Source: an optimization exercise on an open RTL-to-GDS flow (aim: small area and a short achievable clock period). Production flows keep margins and buffers that such runs may drop. RTL that was checked went through simulation tests only; none was proved equivalent to the original. The clock port is modelled as an ideal driver, which makes a skipped or thinned clock tree look cheaper than it is; a real chip needs a root buffer or a tree. Power is estimated from default activity; no workload was simulated.

==> flow/design.v <==
module fifo #(
  parameter DATA_WIDTH = 32,
  parameter DEPTH      = 16
) (
  input  logic                  clk,
  input  logic                  rst_n,
  input  logic                  wr_en,
  input  logic [DATA_WIDTH-1:0] wr_data,
  input  logic                  rd_en,
  output logic [DATA_WIDTH-1:0] rd_data,
  output logic                  full,
  output logic                  empty
);
  localparam RD = DEPTH - 1;             
  logic [DATA_WIDTH-1:0] head;
  logic [DATA_WIDTH-1:0] mem [RD];
  logic [RD-1:0]         wsel, src;
  logic [DEPTH-1:0]      lvl;
  logic nempty, ram_ne, is_full;
  logic [DATA_WIDTH-1:0] head_d;
  logic [DEPTH-1:0]      lvl_n;
  logic [RD-1:0]         wsel_n, src_n;
  assign nempty  = lvl[0];
  assign ram_ne  = lvl[1];
  assign is_full = lvl[DEPTH-1];
  always_ff @(posedge clk) begin
    for (int i = 0; i < RD; i++)
      if (wr_en && wsel[i]) mem[i] <= wr_data;
  end
  always_comb begin
    head_d = wr_data & {DATA_WIDTH{!ram_ne}};
    for (int i = 0; i < RD; i++)
      head_d = head_d | (mem[i] & {DATA_WIDTH{src[i]}});
  end
  logic hold;
  assign hold = nempty && !rd_en;
  always_ff @(posedge clk)
    head <= (head & {DATA_WIDTH{hold}}) | (head_d & {DATA_WIDTH{!hold}});
  logic [DEPTH-1:0] lvl_up, lvl_dn;
  logic [RD-1:0]    wsel_adv, src_rot;
  assign lvl_up   = {lvl[DEPTH-2:0], 1'b1};
  assign lvl_dn   = {1'b0, lvl[DEPTH-1:1]};
  assign wsel_adv = {wsel[RD-2:0], wsel[RD-1]};
  assign src_rot  = {src[RD-2:0], src[RD-1]};
  always_comb begin
    case ({wr_en, rd_en})
      2'b10: begin    
        lvl_n  = is_full ? lvl : lvl_up;
        wsel_n = (!is_full && nempty) ? (lvl[DEPTH-2] ? '0 : wsel_adv) : wsel;
        src_n  = ram_ne ? src : (nempty ? wsel : '0);
      end
      2'b01: begin    
        lvl_n  = nempty ? lvl_dn : lvl;
        wsel_n = is_full ? src : wsel;
        src_n  = (ram_ne && lvl[2]) ? src_rot : '0;
      end
      2'b11: begin    
        lvl_n  = !nempty ? lvl_up : (is_full ? lvl_dn : lvl);
        wsel_n = is_full ? src : (ram_ne ? wsel_adv : wsel);
        src_n  = ram_ne ? src_rot : '0;
      end
      default: begin  
        lvl_n  = lvl;
        wsel_n = wsel;
        src_n  = src;
      end
    endcase
  end
  always_ff @(posedge clk or negedge rst_n) begin
    if (!rst_n) begin
      wsel <= {{(RD-1){1'b0}}, 1'b1};
      src  <= '0;
      lvl  <= '0;
    end else begin
      wsel <= wsel_n;
      src  <= src_n;
      lvl  <= lvl_n;
    end
  end
  assign rd_data = head;
  assign full    = is_full;
  assign empty   = !nempty;
endmodule
==> flow/config.mk <==
export PLATFORM = sky130hd
export DESIGN_NAME = fifo
export DESIGN_NICKNAME = fifo
export VERILOG_FILES = /design/flow/design.v
export SDC_FILE = /design/flow/constraint.sdc
export NUM_CORES = 4
export LEC_CHECK = 0
export CAP_MARGIN = 20
export CORE_MARGIN = 2
export CORE_UTILIZATION = 65
export PLACE_DENSITY = 0.75
export SETUP_SLACK_MARGIN = 2.4
export SLEW_MARGIN = 20
==> flow/constraint.sdc <==
create_clock -name core_clock -period 4.2 [get_ports {clk}]
set_input_delay 0.8400 -clock core_clock [delete_from_list [all_inputs] [get_ports {clk}]]
set_output_delay 0.8400 -clock core_clock [all_outputs]
set_load 0.01 [all_outputs]
standard.sh (not shown) runs the stock make flow with config.mk's settings and CLKGATE_MAP_FILE= SYNTH_SCRIPT=/design/flow/synth_recipe.tcl, a recipe that flattens the netlist after the stock synthesis.
==> flow/flow/run.sh <==
#!/bin/bash
# Standard layout, except that the clock tree CTS builds is replaced (in the
# POST_CTS hook) by a balanced two-level tree: four root buffers fed by the
# clock port, each feeding leaf buffers that drive ~28 registers each.
set -euo pipefail
export POST_CTS_TCL="$PWD/flow/mycts.tcl"
export MYCTS_CLK=clk
export MYCTS_PER=22
bash standard.sh > standard_flow.log 2>&1 || { tail -50 standard_flow.log; exit 1; }
tail -5 standard_flow.log
Other scripts of this flow, unchanged in this note and not shown: flow/flow/mycts.tcl
Next try:
--- a/flow/design.v
+++ b/flow/design.v
@@ -13,69 +13,77 @@
 );
   localparam RD = DEPTH - 1;             
   logic [DATA_WIDTH-1:0] head;
   logic [DATA_WIDTH-1:0] mem [RD];
   logic [RD-1:0]         wsel, src;
+  logic [RD-1:0]         src2;           
   logic [DEPTH-1:0]      lvl;
   logic nempty, ram_ne, is_full;
   logic [DATA_WIDTH-1:0] head_d;
   logic [DEPTH-1:0]      lvl_n;
-  logic [RD-1:0]         wsel_n, src_n;
+  logic [RD-1:0]         wsel_n, src_n, src2_n;
   assign nempty  = lvl[0];
   assign ram_ne  = lvl[1];
   assign is_full = lvl[DEPTH-1];
   always_ff @(posedge clk) begin
     for (int i = 0; i < RD; i++)
       if (wr_en && wsel[i]) mem[i] <= wr_data;
   end
   always_comb begin
     head_d = wr_data & {DATA_WIDTH{!ram_ne}};
     for (int i = 0; i < RD; i++)
-      head_d = head_d | (mem[i] & {DATA_WIDTH{src[i]}});
+      head_d = head_d | (mem[i] & {{(DATA_WIDTH/2){src2[i]}}, {(DATA_WIDTH/2){src[i]}}});
   end
   logic hold;
   assign hold = nempty && !rd_en;
   always_ff @(posedge clk)
     head <= (head & {DATA_WIDTH{hold}}) | (head_d & {DATA_WIDTH{!hold}});
   logic [DEPTH-1:0] lvl_up, lvl_dn;
-  logic [RD-1:0]    wsel_adv, src_rot;
+  logic [RD-1:0]    wsel_adv, src_rot, src2_rot;
   assign lvl_up   = {lvl[DEPTH-2:0], 1'b1};
   assign lvl_dn   = {1'b0, lvl[DEPTH-1:1]};
   assign wsel_adv = {wsel[RD-2:0], wsel[RD-1]};
   assign src_rot  = {src[RD-2:0], src[RD-1]};
+  assign src2_rot = {src2[RD-2:0], src2[RD-1]};
   always_comb begin
     case ({wr_en, rd_en})
       2'b10: begin    
         lvl_n  = is_full ? lvl : lvl_up;
         wsel_n = (!is_full && nempty) ? (lvl[DEPTH-2] ? '0 : wsel_adv) : wsel;
         src_n  = ram_ne ? src : (nempty ? wsel : '0);
+        src2_n = ram_ne ? src2 : (nempty ? wsel : '0);
       end
       2'b01: begin    
         lvl_n  = nempty ? lvl_dn : lvl;
         wsel_n = is_full ? src : wsel;
         src_n  = (ram_ne && lvl[2]) ? src_rot : '0;
+        src2_n = (ram_ne && lvl[2]) ? src2_rot : '0;
       end
       2'b11: begin    
         lvl_n  = !nempty ? lvl_up : (is_full ? lvl_dn : lvl);
         wsel_n = is_full ? src : (ram_ne ? wsel_adv : wsel);
         src_n  = ram_ne ? src_rot : '0;
+        src2_n = ram_ne ? src2_rot : '0;
       end
       default: begin  
         lvl_n  = lvl;
         wsel_n = wsel;
         src_n  = src;
+        src2_n = src2;
       end
     endcase
   end
   always_ff @(posedge clk or negedge rst_n) begin
     if (!rst_n) begin
       wsel <= {{(RD-1){1'b0}}, 1'b1};
       src  <= '0;
+      src2 <= '0;
       lvl  <= '0;
     end else begin
       wsel <= wsel_n;
       src  <= src_n;
+      src2 <= src2_n;
       lvl  <= lvl_n;
     end
   end
   assign rd_data = head;
   assign full    = is_full;
Area after synthesis increases by 4.4%. Total power increases by 63%. Final area increases by 4.3%. Worst hold slack is better by 0.078 ns. First-iteration DRC count increases by 9.3%. Via count increases by 4.8%. Clock skew decreases by 0.037 ns. Routed wire length increases by 5.8%. Die area increases by 4.3%. Sequential cell count increases by 15.
For the second run of this note, only the layout was checked, not whether the RTL still works. No run of this note takes its clock network from TritonCTS; it comes from the design's own scripts or RTL.

==> afterwards: timing with drivers on the ports <==
In the flow no input, the clock included, has a driving cell. The finished layouts below were timed again as built, in two steps.
Step 1, drivers: a clkbuf_16 drives clk and a buf_2 each remaining input, both assumed.
Step 2 adds t to the input delays and takes it off the output delays; t is the mean of the earliest and latest rising clock arrival at the registers after step 1. Input paths then give back, and output paths get back, about the clock's delay inside the block.
Slacks: ideal / step 1 / step 2; pairs: ideal / step 1.
run	t (ns)	setup slack, ns	worst setup path after step 2	cell pins on the clock port's net
the first run	0.464	2.387 / 2.276 / 2.045	input to register	4
the second run	0.454	2.405 / 2.293 / 2.035	input to register	4
After both steps setup and hold are still met in every run listed. For the second run, which loses most, drivers alone change the setup slack by -0.112 ns; drivers and shift together by -0.370 ns.
